Context: an optimization exercise on an open-source flow, tuned for small area, a short achievable clock period and few clock cycles. The choices shown serve that exercise and are no tape-out recipe. RTL that was checked went through simulation tests only; none was proved equivalent to the original. Power is estimated from default activity; no workload was simulated.

P:
## engine
module engine (
   input                      clk,
   input                      rst,
   output                     done,
   input    [63:0]            num_rows_in,
   input    [63:0]            rows_size_in,
   input    [63:0]            row_start_in,
   input    [63:0]            row_skip_in,
   input    [63:0]            hash_table_mask,
   input                      row_rq_stall_in,
   output                     row_rq_vld_out,
   output   [47:0]            row_rq_vadr_out,
   output                     row_rs_stall_out,
   input                      row_rs_vld_in,
   input    [63:0]            row_rs_data_in,
   input                      ll_afull_in,
   output                     ll_write_en_out,
   output   [47:0]            ll_address_out,
   output   [63:0]            ll_payload_out,
   input                      ht_rq_afull_in,
   output                     ht_rq_read_en_out,
   output   [47:0]            ht_rq_address_out,
   output   [63:0]            ht_rq_data_out,
   output                     ht_rs_afull_out,
   input                      ht_rs_write_en_in,
   input    [63:0]            ht_rs_data_in,
   input                      ll_update_afull_in,
   output                     ll_update_write_en_out,
   output   [47:0]            ll_update_addr_out,
   output   [63:0]            ll_update_data_out,
   input                      ll_rs_write_en_in
);
For scale: about 640 flip-flops, ~850 I/O pins, about 44000 µm² of cells after synthesis.
==> flow/config.mk <==
export PLATFORM = sky130hd
export DESIGN_NAME = engine
export DESIGN_NICKNAME = engine
export VERILOG_FILES = /design/flow/design.v
export SDC_FILE = /design/flow/constraint.sdc
export NUM_CORES = 4
export LEC_CHECK = 0
export ABC_CLOCK_PERIOD_IN_PS = 5000
export CAP_MARGIN = 20
export CORE_MARGIN = 2
export CORE_UTILIZATION = 60
export CTS_CLUSTER_DIAMETER = 150
export CTS_CLUSTER_SIZE = 20
export SLEW_MARGIN = 20
==> flow/constraint.sdc <==
create_clock -name core_clock -period 11.0 [get_ports {clk}]
set_input_delay 2.2000 -clock core_clock [delete_from_list [all_inputs] [get_ports {clk}]]
set_output_delay 2.2000 -clock core_clock [all_outputs]
set_load 0.01 [all_outputs]
standard.sh (not shown) runs the stock make flow with config.mk's settings and CLKGATE_MAP_FILE= SYNTH_SCRIPT=/design/flow/synth_recipe.tcl, a recipe that flattens the netlist after the stock synthesis.
==> flow/flow/run.sh <==
#!/bin/bash
# Layout: the standard flow (standard.sh: the standard synthesis, then
# ORFS floorplan to finish at the design's clock and constraints), with two
# changes to how the layout is optimised:
#  - the port buffers that buffer_ports inserts are buf_1 cells;
#  - repair_timing works towards a larger setup margin.
# make's full output goes to standard_finish.log in this folder.
set -uo pipefail
bash standard.sh \
   "BUFFER_PORTS_ARGS=-buffer_cell sky130_fd_sc_hd__buf_1" \
   SETUP_SLACK_MARGIN=6.0 \
   finish > standard_finish.log 2>&1
status=$?
tail -5 standard_finish.log
exit $status
diff inputs: P => Q
diff --git a/flow/design.v b/flow/design.v
--- a/flow/design.v
+++ b/flow/design.v
@@ -557,32 +557,21 @@
          uv0        <= uv0_nx;
          ht_afull_r <= uv0_nx;
          if (u_fire) idx_u <= idx_u_sum;
       end
    end
    assign ht_rs_afull_out        = ht_afull_r;
    assign ll_update_write_en_out = u_fire;
    assign ll_update_addr_out     = {idx_u, 1'b1};
    assign ll_update_data_out     = uv0 ? ud0 : ht_rs_data_in;
    reg   [15:0]               inflight;
-   reg                        in_z0, in_z1;
-   reg   [15:0]               inflight_nx;
-   always @* begin
-      inflight_nx = inflight;
-      if (rq_s && !ll_rs_write_en_in)
-         inflight_nx = inflight + 16'd1;
-      else if (!rq_s && ll_rs_write_en_in)
-         inflight_nx = inflight - 16'd1;
-   end
    always @(posedge clk) begin
-      if (rst) begin
+      if (rst)
          inflight <= 16'd0;
-         in_z0    <= 1'b1;
-         in_z1    <= 1'b0;
-      end else begin
-         inflight <= inflight_nx;
-         in_z0    <= (inflight_nx == 16'd0);
-         in_z1    <= (inflight_nx == 16'd1);
-      end
+      else if (rq_s && !ll_rs_write_en_in)
+         inflight <= inflight + 16'd1;
+      else if (!rq_s && ll_rs_write_en_in)
+         inflight <= inflight - 16'd1;
    end
-   assign done = primed_a && !more_a && (in_z0 || (in_z1 && ll_rs_write_en_in));
+   assign done = primed_a && !more_a &&
+                 (inflight == 16'd0 || (inflight == 16'd1 && ll_rs_write_en_in));
 endmodule
==> comparison <==
Q vs P — buffer and inverter count on the worst path rose 4. Combinational power in Q is 14% higher than in P. In Q the fmax turned out 0.0065 GHz higher than in P. On cell count, Q and P are neck and neck. Q and P ended up with nearly the same final standard cell area without fillers. Looking at Q and P, the area enclosed by the die boundary is a wash. For Q, the startpoint of the most critical setup path was kd[20]$_DFFE_PP_, unlike P, where it was skip_r[0]$_DFFE_PP_. Between Q and P, the combinational share of power is higher for Q.
No functional check of the RTL was part of any run of this note.


Another version of the RTL of engine (not shown whole).
Size in the first run: about 4000 cells after synthesis, about 640 flip-flops, ~850 I/O pins, roughly 43000 um2 of cells after synthesis.
## engine
module engine (
   input                      clk,
   input                      rst,
   output                     done,
   input    [63:0]            num_rows_in,
   input    [63:0]            rows_size_in,
   input    [63:0]            row_start_in,
   input    [63:0]            row_skip_in,
   input    [63:0]            hash_table_mask,
   input                      row_rq_stall_in,
   output                     row_rq_vld_out,
   output   [47:0]            row_rq_vadr_out,
   output                     row_rs_stall_out,
   input                      row_rs_vld_in,
   input    [63:0]            row_rs_data_in,
   input                      ll_afull_in,
   output                     ll_write_en_out,
   output   [47:0]            ll_address_out,
   output   [63:0]            ll_payload_out,
   input                      ht_rq_afull_in,
   output                     ht_rq_read_en_out,
   output   [47:0]            ht_rq_address_out,
   output   [63:0]            ht_rq_data_out,
   output                     ht_rs_afull_out,
   input                      ht_rs_write_en_in,
   input    [63:0]            ht_rs_data_in,
   input                      ll_update_afull_in,
   output                     ll_update_write_en_out,
   output   [47:0]            ll_update_addr_out,
   output   [63:0]            ll_update_data_out,
   input                      ll_rs_write_en_in
);
   reg   [63:0]               skip_r;
   always @(posedge clk)
      if (rst) skip_r <= row_skip_in;
  ...
Settings: LEC_CHECK=0, ABC_CLOCK_PERIOD_IN_PS=5000, CAP_MARGIN=20, CORE_MARGIN=2, CORE_UTILIZATION=60, CTS_CLUSTER_DIAMETER=150, CTS_CLUSTER_SIZE=20, SLEW_MARGIN=20; clock period 11.0 ns.
Scripts as last shown in full above: flow/flow/run.sh
Testbench counts at the start, summed over its fixed seeds: cycles 12,119.
Change:
--- a/flow/design.v
+++ b/flow/design.v
@@ -50,64 +50,14 @@
             gg[i] = gg[i] | (pp[i] & gg[i - (1 << k)]);
             pp[i] = pp[i] & pp[i - (1 << k)];
          end
       end
    end
    assign lt = !gg[W-1];
 endmodule
-module blk_add #(
-   parameter                  W = 47
-) (
-   input    [W-1:0]           a,
-   input    [W-1:0]           b,
-   input                      ci,
-   output   [W-1:0]           s
-);
-   localparam                 B  = 4;
-   localparam                 NB = (W + B - 1) / B;
-   localparam                 L  = $clog2(NB);
-   reg   [W-1:0]              p, g;
-   reg   [NB-1:0]             bg, bp, gg, pp;
-   reg   [W:0]                c;
-   integer                    i, j, k;
-   always @* begin
-      p = a ^ b;
-      g = a & b;
-      for (j = 0; j < NB; j = j + 1) begin
-         bg[j] = 1'b0;
-         bp[j] = 1'b1;
-         for (i = j * B; i < j * B + B && i < W; i = i + 1) begin
-            bg[j] = g[i] | (p[i] & bg[j]);
-            bp[j] = bp[j] & p[i];
-         end
-      end
-      gg = bg;
-      pp = bp;
-      gg[0] = bg[0] | (bp[0] & ci);
-      for (k = 0; k < L; k = k + 1) begin
-         for (i = (2 << k) - 1; i < NB; i = i + (2 << k)) begin
-            gg[i] = gg[i] | (pp[i] & gg[i - (1 << k)]);
-            pp[i] = pp[i] & pp[i - (1 << k)];
-         end
-      end
-      for (k = L - 2; k >= 0; k = k - 1) begin
-         for (i = (3 << k) - 1; i < NB; i = i + (2 << k)) begin
-            gg[i] = gg[i] | (pp[i] & gg[i - (1 << k)]);
-            pp[i] = pp[i] & pp[i - (1 << k)];
-         end
-      end
-      c[0] = ci;
-      for (j = 0; j < NB; j = j + 1) begin
-         if (j > 0) c[j * B] = gg[j - 1];
-         for (i = j * B; i < j * B + B - 1 && i < W - 1; i = i + 1)
-            c[i + 1] = g[i] | (p[i] & c[i]);
-      end
-   end
-   assign s = p ^ c[W-1:0];
-endmodule
 `timescale 1 ns / 1 ps
 module hash31 (
    input    [31:0]            k,
    output   [30:0]            h
 );
    wire t1, t2, t3, t4, t5, t6, t7, t8, t9, t10, t11, t12, t13, t14, t15, t16, t17, t18, t19, t20, t21, t22, t23, t24, t25, t26, t27, t28, t29, t30, t31, t32, t33, t34, t35, t36, t37, t38, t39, t40, t41, t42, t43, t44, t45, t46, t47, t48, t49, t50, t51, t52, t53, t54, t55, t56, t57, t58, t59, t60, t61, t62, t63, t64, t65, t66, t67, t68, t69, t70, t71, t72, t73, t74, t75, t76, t77, t78, t79, t80, t81, t82, t83, t84, t85, t86, t87, t88, t89, t90, t91, t92, t93, t94, t95, t96, t97, t98, t99, t100, t101, t102, t103, t104, t105, t106, t107, t108, t109, t110, t111, t112, t113, t114, t115, t116, t117, t118, t119, t120, t121, t122, t123, t124, t125, t126, t127, t128, t129, t130, t131, t132, t133, t134, t135, t136, t137, t138, t139, t140, t141, t142, t143, t144, t145, t146, t147, t148, t149, t150, t151, t152, t153, t154, t155, t156, t157, t158, t159, t160, t161, t162, t163, t164, t165, t166, t167, t168, t169, t170, t171, t172, t173, t174, t175, t176, t177, t178, t179, t180, t181, t182, t183, t184, t185, t186, t187, t188, t189, t190, t191, t192, t193, t194, t195, t196, t197, t198, t199, t200, t201, t202, t203, t204, t205, t206, t207, t208, t209, t210, t211, t212, t213, t214, t215, t216, t217, t218, t219, t220, t221, t222, t223, t224, t225, t226, t227, t228, t229, t230, t231, t232, t233, t234, t235, t236, t237, t238, t239, t240, t241, t242, t243, t244;
    assign t1 = k[29] ^ k[27];
@@ -507,15 +457,15 @@
          row_stall_r <= lv0_nx || (kv_nx && hv1_nx);
       end
    end
    assign row_rs_stall_out = row_stall_r;
    reg   [46:0]               idx_l;       
    wire  [46:0]               idx_l_sum;
    wire  [63:0]               idx_h_sum;
-   blk_add #(.W(47)) IDXL_ADD (.a(idx_l), .b(skip_r[46:0]), .ci(1'b0), .s(idx_l_sum));
+   bk_add #(.W(47)) IDXL_ADD (.a(idx_l), .b(skip_r[46:0]), .ci(1'b0), .s(idx_l_sum));
    bk_add #(.W(64)) IDXH_ADD (.a(idx_h), .b(skip_r), .ci(1'b0), .s(idx_h_sum));
    always @(posedge clk) begin
       if (rst) begin
          idx_l <= row_start_in[46:0];
          idx_h <= {16'd0, rows_size_in[47:0]};
       end else begin
          if (ll_fire)  idx_l <= idx_l_sum;
@@ -533,15 +483,15 @@
    reg   [63:0]               ud0;
    wire                       u_vld   = uv0 || ht_rs_write_en_in;
    wire                       u_fire  = u_vld && !ll_update_afull_in;
    wire                       uv0_nx  = u_vld && !u_fire;
    reg   [46:0]               idx_u;
    reg                        ht_afull_r;
    wire  [46:0]               idx_u_sum;
-   blk_add #(.W(47)) IDXU_ADD (.a(idx_u), .b(skip_r[46:0]), .ci(1'b0), .s(idx_u_sum));
+   bk_add #(.W(47)) IDXU_ADD (.a(idx_u), .b(skip_r[46:0]), .ci(1'b0), .s(idx_u_sum));
    always @(posedge clk) begin
       if (!uv0) ud0 <= ht_rs_data_in;
       if (rst) begin
          uv0        <= 1'b0;
          ht_afull_r <= 1'b0;
          idx_u      <= row_start_in[46:0];
       end else begin
After rerunning:
- The new run completed with no timing, DRC or antenna violations
- count of clock-buffer cells in the layout does not change
- combinational power rises by about 2%
- via count went up by 2.2%
- worst setup slack loses 0.028 ns
- die area grows by 0.94%
- fmax came out lower by 0.54%
- synthesized cell count increases by 2.7%
- register-to-register slack is worse by 0.14 ns
- wire length barely changes
- worst hold slack stays flat
For the second run of this note, only the layout was checked, not whether the RTL still works.

afterwards: timing with drivers on the ports:
The flow's constraints put no driver on any port. The routed layouts listed below were extracted and timed again, unchanged, in two steps.
Step 1 assumes that a clkbuf_16 drives the clock port and a buf_2 every other input.
Step 2 moves the port delays by t, midway between the first and last clock arrival at a register: inputs arrive t later, outputs are due t later. That takes back most of the time a late clock gives input paths.
a / b / c = ideal ports / drivers / drivers and shift; a / b = the first two.
| run | shift t [ns] | setup WS [ns] | hold WS [ns] | worst data-port slew with drivers (ns) | cell pins on the clock port's net |
|---|---|---|---|---|---|
| P | 0.666 | 5.782 / 5.782 / 5.503 | 0.474 / 0.474 / 0.474 | 0.21 | 1 |
| Q | 0.670 | 5.954 / 5.926 / 5.653 | 0.472 / 0.472 / 0.472 | 0.25 | 1 |
| the first run of note 2 | 0.658 | 5.864 / 5.813 / 5.813 | 0.474 / 0.474 / 0.474 | 0.22 | 1 |
| the second run of note 2 | 0.663 | 5.836 / 5.836 / 5.500 | 0.474 / 0.474 / 0.474 | 0.21 | 1 |
After both steps every run listed still meets setup and hold. The setup slack of the second run of note 2, which loses most, moves by 0.000 ns with the drivers and by -0.336 ns with both steps.
